Background: an optimization exercise with open tools, aiming at small area and a short achievable clock period. Do not read the settings as production practice.
Only simulation tests tie the RTL to the original design; equivalence was not proved.
Power and IR drop assume default switching activity.

==> flow/design.v (excerpt) <==
module pic_buffer_v2 #(
    parameter DSIZE = 8,
    parameter IMAGE_WIDTH = 256,
    parameter IMAGE_LENGTH= 256,
    parameter BUFFER_SIZE = IMAGE_WIDTH*2+3
) (
    input               clk,
    input               rst_n,
    input               frame_start,
    input               shift,
    input  [DSIZE-1:0]  sr_in,
    output              rng_flag,
    output              sr_pixel_valid,
    output [DSIZE-1:0]  sr_pixel_0, sr_pixel_1, sr_pixel_2,
    output [DSIZE-1:0]  sr_pixel_3, sr_pixel_4, sr_pixel_5,
    output [DSIZE-1:0]  sr_pixel_6, sr_pixel_7, sr_pixel_8
);
Size in the first run: about 4600 cells after synthesis, about 4200 flip-flops, about 88000 um^2 of cells after synthesis.
make LEC_CHECK=0 CAP_MARGIN=20 CORE_MARGIN=2 CORE_UTILIZATION=50 CTS_CLUSTER_DIAMETER=60 CTS_CLUSTER_SIZE=24 PLACE_DENSITY=0.6 SETUP_SLACK_MARGIN=2.4 SLEW_MARGIN=20 SYNTH_MEMORY_MAX_BITS=16384 finish   # period 4.6 ns
run.sh (not shown) runs the stock make flow with config.mk's settings and CLKGATE_MAP_FILE= SYNTH_SCRIPT=/design/flow/synth_recipe.tcl, a recipe that flattens the netlist after the stock synthesis.
The baseline passed the timing, DRC and antenna checks.
Rerun with:
--- a/flow/config.mk
+++ b/flow/config.mk
@@ -11,2 +10,0 @@
-export CTS_CLUSTER_DIAMETER = 60
-export CTS_CLUSTER_SIZE = 24
@@ -14 +11,0 @@
-export SETUP_SLACK_MARGIN = 2.4
Result: Wire length came out higher by 2.5%. First-iteration DRC count came out lower by 9.5%. Clock-buffer cell count came out higher by 323. Total power came out higher by 21%. Utilization came out higher by 3.5 points. Critical path depth stays the same. Synthesized cell count is unchanged. Maximum frequency came out lower by 28%. Sequential power barely changes.
Rerun with:
--- a/flow/config.mk
+++ b/flow/config.mk
@@ -10,0 +11,2 @@
+export CTS_CLUSTER_DIAMETER = 50
+export CTS_CLUSTER_SIZE = 32
@@ -11,0 +14 @@
+export SETUP_SLACK_MARGIN = 2.4
The new run finished clean.
Clock-buffer cell count drops by 323.
Setup slack gains 960 ps.
Routed wire length drops by 2.6%.
Power drops by 13%.
Clock power drops by 27%.
Rerun with:
--- a/flow/config.mk
+++ b/flow/config.mk
@@ -11,2 +10,0 @@
-export CTS_CLUSTER_DIAMETER = 50
-export CTS_CLUSTER_SIZE = 32
After rerunning:
- The changed run finished clean
- power rises by 14%
- wire length rises by about 5%
- hold slack loses 48 ps
- global-route usage rises by 0.65 points
- clock-buffer cell count rises by 325
- clock power rises by 38%
- cell count rises by 3.6%
Rerun with:
--- a/flow/config.mk
+++ b/flow/config.mk
@@ -10,2 +10,4 @@
-export CORE_UTILIZATION = 50
-export PLACE_DENSITY = 0.6
+export CORE_UTILIZATION = 70
+export CTS_CLUSTER_DIAMETER = 60
+export CTS_CLUSTER_SIZE = 24
+export PLACE_DENSITY = 0.8
Result:
- synthesized cell count does not change
- hold slack gets better by 76 ps
- setup slack gets better by 91 ps
- non-clock buffer count went up by 1
- count of clock-buffer cells in the layout went down by 335


try-ember:
The RTL this note starts from:
==> flow/design.v <==
`timescale 1ns/1ps
module pic_buffer_v2 #(
    parameter DSIZE = 8,
    parameter IMAGE_WIDTH = 256,
    parameter IMAGE_LENGTH= 256,
    parameter BUFFER_SIZE = IMAGE_WIDTH*2+3
) (
    input               clk,
    input               rst_n,
    input               frame_start,
    input               shift,
    input  [DSIZE-1:0]  sr_in,
    output              rng_flag,
    output              sr_pixel_valid,
    output [DSIZE-1:0]  sr_pixel_0, sr_pixel_1, sr_pixel_2,
    output [DSIZE-1:0]  sr_pixel_3, sr_pixel_4, sr_pixel_5,
    output [DSIZE-1:0]  sr_pixel_6, sr_pixel_7, sr_pixel_8
);
localparam W     = IMAGE_WIDTH;
localparam NPOS  = IMAGE_WIDTH*IMAGE_LENGTH;       
localparam PSIZE = $clog2(NPOS);                   
localparam CW    = $clog2(IMAGE_WIDTH);            
localparam RW    = PSIZE - CW;                     
localparam OSIZE = $clog2(IMAGE_WIDTH+2);          
localparam PRE   = IMAGE_WIDTH+1;                  
localparam NS    = 2*W+2;
reg              valid;        
reg              vn;           
reg              rng;
reg [OSIZE-1:0]  oc;           
reg              init;         
reg              lastf;        
reg              bsf;          
reg [CW-1:0]     col;
reg [RW-1:0]     row;
reg              tt, bb, ll, rr;   
reg              at, ab, al, ar;   
wire adv  = !frame_start & init & (shift | bsf) & !lastf;
wire hold = !vn & !frame_start & !lastf & !(shift | bsf);
wire pre  = !frame_start & shift & !init;
wire row_top  = (row == {RW{1'b0}});
wire row_m1   = (row == {RW{1'b1}} - 1'b1);
wire row_last = (row == {RW{1'b1}});
wire col_m1   = (col[CW-1:1] == {(CW-1){1'b1}});      
wire col_m3   = (col == W-3);
always @(posedge clk, negedge rst_n) begin
    if (!rst_n) begin
        valid <= 1'b0;
        vn    <= 1'b1;
        oc    <= 'd0;
        init  <= 1'b0;
        rng   <= 1'b0;
        bsf   <= 1'b0;
        lastf <= 1'b0;
    end else begin
        rng <= oc[OSIZE-1] | (shift & rng);
        if (frame_start) begin
            oc   <= 'd0;
            init <= 1'b0;
        end else if (pre) begin
            oc   <= oc + 1'b1;
            init <= (oc == PRE-1);
        end
        valid <= adv | hold;
        vn    <= !(adv | hold);
        if (adv) begin
            bsf   <= !vn & (bsf | (row_m1 & col_m3));
            lastf <= ab & ar;
        end else if (!hold) begin
            bsf   <= 1'b0;
            lastf <= 1'b0;
        end
    end
end
always @(posedge clk) begin
    if (adv) begin
        if (!vn)
            {row, col} <= {row, col} + 1'b1;
        else
            {row, col} <= 'd0;
        {tt, bb, ll, rr} <= {at, ab, al, ar};
        if (!vn) begin
            at <= row_top & !col_m1;
            ab <= row_last | (row_m1 & col_m1);
            al <= ar;
            ar <= col_m3;
        end else begin
            at <= 1'b1;
            ab <= 1'b0;
            al <= 1'b0;
            ar <= 1'b0;
        end
    end else if (!hold) begin
        {at, ab, al, ar} <= 4'b1010;
    end
end
wire [DSIZE-1:0] din = shift ? sr_in : {DSIZE{1'b0}};
reg  [DSIZE*(W+1)-1:0]  sra;
reg  [DSIZE*(NS-W-2)-1:0] srb;
reg  [DSIZE-1:0]    p4, srn;
wire [DSIZE-1:0]    t_w1 = ~srn;    
always @(posedge clk) begin
    sra <= {sra[DSIZE*W-1:0], din};
    srn <= ~sra[DSIZE*(W+1)-1:DSIZE*W];
    p4  <= sra[DSIZE*(W+1)-1:DSIZE*W];
    srb <= {srb[DSIZE*(NS-W-3)-1:0], t_w1};
end
wire [DSIZE-1:0] n00 = srb[DSIZE*((2*W+1)-W-2)+DSIZE-1:DSIZE*((2*W+1)-W-2)], n01 = srb[DSIZE*((2*W)-W-2)+DSIZE-1:DSIZE*((2*W)-W-2)], n02 = srb[DSIZE*((2*W-1)-W-2)+DSIZE-1:DSIZE*((2*W-1)-W-2)];
wire [DSIZE-1:0] n10 = t_w1,        n11 = sra[DSIZE*(W)+DSIZE-1:DSIZE*(W)],   n12 = sra[DSIZE*(W-1)+DSIZE-1:DSIZE*(W-1)];
wire [DSIZE-1:0] n20 = sra[DSIZE*(1)+DSIZE-1:DSIZE*(1)],     n21 = sra[DSIZE*(0)+DSIZE-1:DSIZE*(0)],   n22 = din;
function [8*DSIZE-1:0] win;
    input t, b, l, r;
    input [DSIZE-1:0] a0, a1, a2, b0, b1, b2, c0, c1, c2;
    reg [DSIZE-1:0] r00, r01, r02, r20, r21, r22;
    begin
        r00 = t ? b0 : a0;  r01 = t ? b1 : a1;  r02 = t ? b2 : a2;
        r20 = b ? b0 : c0;  r21 = b ? b1 : c1;  r22 = b ? b2 : c2;
        win = { l ? r01 : r00, r01, r ? r01 : r02,
                l ? b1  : b0,       r ? b1  : b2,
                l ? r21 : r20, r21, r ? r21 : r22 };
    end
endfunction
wire nv = adv | hold;
wire nt = adv ? at : tt;
wire nb = adv ? ab : bb;
wire nl = adv ? al : ll;
wire nr = adv ? ar : rr;
wire [8*DSIZE-1:0] wn = win(nt, nb, nl, nr, n00, n01, n02, n10, n11, n12, n20, n21, n22);
reg [8*DSIZE-1:0] ow;
always @(posedge clk, negedge rst_n) begin
    if (!rst_n)
        ow <= 'd0;
    else
        ow <= {8*DSIZE{nv}} & wn;
end
assign rng_flag       = rng;
assign sr_pixel_valid = valid;
assign {sr_pixel_0, sr_pixel_1, sr_pixel_2, sr_pixel_3,
        sr_pixel_5, sr_pixel_6, sr_pixel_7, sr_pixel_8} = ow;
assign sr_pixel_4 = p4;
endmodule
==> flow/config.mk <==
export PLATFORM = sky130hd
export DESIGN_NAME = pic_buffer_v2
export DESIGN_NICKNAME = pic_buffer_v2
export VERILOG_FILES = /design/flow/design.v
export SDC_FILE = /design/flow/constraint.sdc
export NUM_CORES = 4
export LEC_CHECK = 0
export CAP_MARGIN = 20
export CORE_MARGIN = 2
export CORE_UTILIZATION = 60
export CTS_CLUSTER_DIAMETER = 60
export CTS_CLUSTER_SIZE = 24
export PLACE_DENSITY = 0.7
export SETUP_SLACK_MARGIN = 2.4
export SLEW_MARGIN = 20
export SYNTH_MEMORY_MAX_BITS = 16384
==> flow/constraint.sdc <==
create_clock -name core_clock -period 4.6 [get_ports {clk}]
set_input_delay 0.9200 -clock core_clock [delete_from_list [all_inputs] [get_ports {clk}]]
set_output_delay 0.9200 -clock core_clock [all_outputs]
set_load 0.01 [all_outputs]
standard.sh (not shown) runs the stock make flow with config.mk's settings and CLKGATE_MAP_FILE= SYNTH_SCRIPT=/design/flow/synth_recipe.tcl, a recipe that flattens the netlist after the stock synthesis.
==> flow/flow/run.sh <==
#!/bin/bash
# The standard layout, with two changes:
#  - after placement, each register that drives an output port is moved next
#    to that port's buffer and the placement is legalised again;
#  - clock tree synthesis without dummy loads on the leaf buffers.
set -euo pipefail
export CTS_ARGS="-sink_clustering_enable -repair_clock_nets -sink_clustering_size 24 -sink_clustering_max_diameter 60 -dont_use_dummy_load"
R=orfs/results/${FLOW_PLATFORM}/pic_buffer_v2/base
bash standard.sh place > place_flow.log 2>&1
MOVE_IN=$R/3_place.odb MOVE_OUT=$R/3_place_moved.odb \
  openroad -no_init -exit flow/move_out_regs.tcl > move_out_regs.log 2>&1
mv -f $R/3_place_moved.odb $R/3_place.odb
touch $R/3_place.odb $R/3_place.sdc
bash standard.sh > finish_flow.log 2>&1
Other scripts of this flow, unchanged in this note and not shown: flow/flow/move_out_regs.tcl
try-ember: full flow OK, the timing, DRC and antenna checks passed
### try-ember -> try-tundra
-- flow/flow/run.sh --
<<< try-ember, line 6
set -euo pipefail
export CTS_ARGS="-sink_clustering_enable -repair_clock_nets -sink_clustering_size 24 -sink_clustering_max_diameter 60 -dont_use_dummy_load"
R=orfs/results/${FLOW_PLATFORM}/pic_buffer_v2/base
>>> try-tundra, line 6
set -euo pipefail
export CTS_ARGS="-sink_clustering_enable -repair_clock_nets -sink_clustering_size 28 -sink_clustering_max_diameter 60 -dont_use_dummy_load"
R=orfs/results/${FLOW_PLATFORM}/pic_buffer_v2/base
-- flow/config.mk --
<<< try-ember, line 9
export CORE_MARGIN = 2
export CORE_UTILIZATION = 60
export CTS_CLUSTER_DIAMETER = 60
export CTS_CLUSTER_SIZE = 24
export PLACE_DENSITY = 0.7
export SETUP_SLACK_MARGIN = 2.4
export SLEW_MARGIN = 20
>>> try-tundra, line 9
export CORE_MARGIN = 2
export CORE_UTILIZATION = 65
export CTS_CLUSTER_DIAMETER = 60
export CTS_CLUSTER_SIZE = 24
export PLACE_DENSITY = 0.8
export SETUP_SLACK_MARGIN = 2.1
export SLEW_MARGIN = 20
Results
Compared to try-ember, the router laid down more metal wire for try-tundra.
Between try-tundra and try-ember, utilization after layout is lower for try-ember, try-tundra comes in above that.
On internal power of the cells, try-tundra does better than try-ember.
Ratio of routed vias to standard cells (try-tundra over try-ember): increase, about 4.4%
Inputs modified between try-tundra and try-indigo:
-- flow/config.mk --
<<< try-tundra, line 7
export LEC_CHECK = 0
export CAP_MARGIN = 20
>>> try-indigo, line 7
export LEC_CHECK = 0
export ABC_AREA = 1
export CAP_MARGIN = 20
<<< try-tundra, line 13
export PLACE_DENSITY = 0.8
export SETUP_SLACK_MARGIN = 2.1
export SLEW_MARGIN = 20
>>> try-indigo, line 14
export PLACE_DENSITY = 0.8
export SETUP_SLACK_MARGIN = 2.4
export SLEW_MARGIN = 20
[summary]
Via count, try-indigo and try-tundra: lower on try-tundra
Compared with try-tundra, try-indigo degrades cell area.
try-indigo against try-tundra: global-route usage now larger; path length in cells of the critical path now smaller.
Between try-tundra and try-indigo, the overall power after layout does not differ in any meaningful way.
Relative to try-tundra, the number of library cell types mapped by synthesis measured on try-indigo has decreased by more than a quarter.
Against try-tundra as the reference, try-indigo delivers a higher wire length of the first global-routing pass.
#### Input delta (try-fjord over try-indigo)
-- flow/flow/run.sh --
<<< try-indigo, line 6
set -euo pipefail
export CTS_ARGS="-sink_clustering_enable -repair_clock_nets -sink_clustering_size 28 -sink_clustering_max_diameter 60 -dont_use_dummy_load"
R=orfs/results/${FLOW_PLATFORM}/pic_buffer_v2/base
>>> try-fjord, line 6
set -euo pipefail
export CTS_ARGS="-sink_clustering_enable -repair_clock_nets -sink_clustering_size 30 -sink_clustering_max_diameter 60 -dont_use_dummy_load"
R=orfs/results/${FLOW_PLATFORM}/pic_buffer_v2/base
-- flow/config.mk --
<<< try-indigo, line 7
export LEC_CHECK = 0
export ABC_AREA = 1
export CAP_MARGIN = 20
export CORE_MARGIN = 2
export CORE_UTILIZATION = 65
export CTS_CLUSTER_DIAMETER = 60
export CTS_CLUSTER_SIZE = 24
export PLACE_DENSITY = 0.8
export SETUP_SLACK_MARGIN = 2.4
>>> try-fjord, line 7
export LEC_CHECK = 0
export CAP_MARGIN = 20
export CORE_MARGIN = 2
export CORE_UTILIZATION = 60
export CTS_CLUSTER_DIAMETER = 60
export CTS_CLUSTER_SIZE = 24
export PLACE_DENSITY = 0.7
export SETUP_SLACK_MARGIN = 2.4
Findings:
try-fjord vs. try-indigo: non-clock buffer count saw a decrease; area of the core region now sits higher; post-placement cell area dropped about 0.37%; share of the clock period used by the worst path went down 1.3 points; adder and majority cell fraction of the synthesized area neither gained nor lost much. Comparing the two runs side by side, try-fjord comes out ahead of try-indigo on setup slack of the critical path after layout. Diff try-indigo -> try-fjord | net count after synthesis | down by a few percent. Worst hold-check path type: flip-flop to flip-flop -> try-indigo, input port to asynchronous set/reset pin -> try-fjord. Compared with try-indigo, try-fjord shows final net count that has gone down by a few percent. try-fjord ran to completion and came out clean on the timing, DRC and antenna checks. Compared with try-indigo, try-fjord shows a fmax that is 11 MHz higher.

port drivers added, routing unchanged:
Ports are ideal in the flow. The routed layouts listed here were re-timed in OpenROAD. Step 1, drivers: a clkbuf_16 drives clk and a buf_2 each remaining input, both assumed. Step 2 moves the port delays by t, midway between the first and last clock arrival at a register: inputs arrive t later, outputs are due t later. That takes back most of the time a late clock gives input paths. Slacks: ideal / step 1 / step 2; pairs: ideal / step 1.
| run | t (ns) | setup WS [ns] | hold WS [ns] |
|---|---|---|---|
| the first run of note 1 | 0.884 | 2.169 / 2.098 / 1.561 | 0.126 / 0.080 / 0.287 |
| the second run of note 1 | 0.955 | 1.232 / 1.158 / 0.989 | 0.086 / 0.048 / 0.274 |
| the third run of note 1 | 0.901 | 2.196 / 2.125 / 1.559 | 0.121 / 0.074 / 0.283 |
| the fourth run of note 1 | 0.976 | 2.145 / 2.074 / 1.323 | 0.073 / 0.026 / 0.282 |
| the fifth run of note 1 | 0.891 | 2.237 / 2.159 / 1.546 | 0.150 / 0.142 / 0.313 |
| try-ember | 0.846 | 2.339 / 2.265 / 1.579 | 0.216 / 0.189 / 0.281 |
| try-tundra | 0.851 | 2.014 / 2.058 / 1.207 | 0.203 / 0.170 / 0.270 |
| try-indigo | 0.852 | 2.293 / 2.221 / 1.615 | 0.266 / 0.266 / 0.266 |
| try-fjord | 0.829 | 2.351 / 2.279 / 1.573 | 0.219 / 0.193 / 0.278 |
After both steps every run listed still meets setup and hold. For the fourth run of note 1, which loses most, drivers alone change the setup slack by -0.071 ns; drivers and shift together by -0.822 ns.
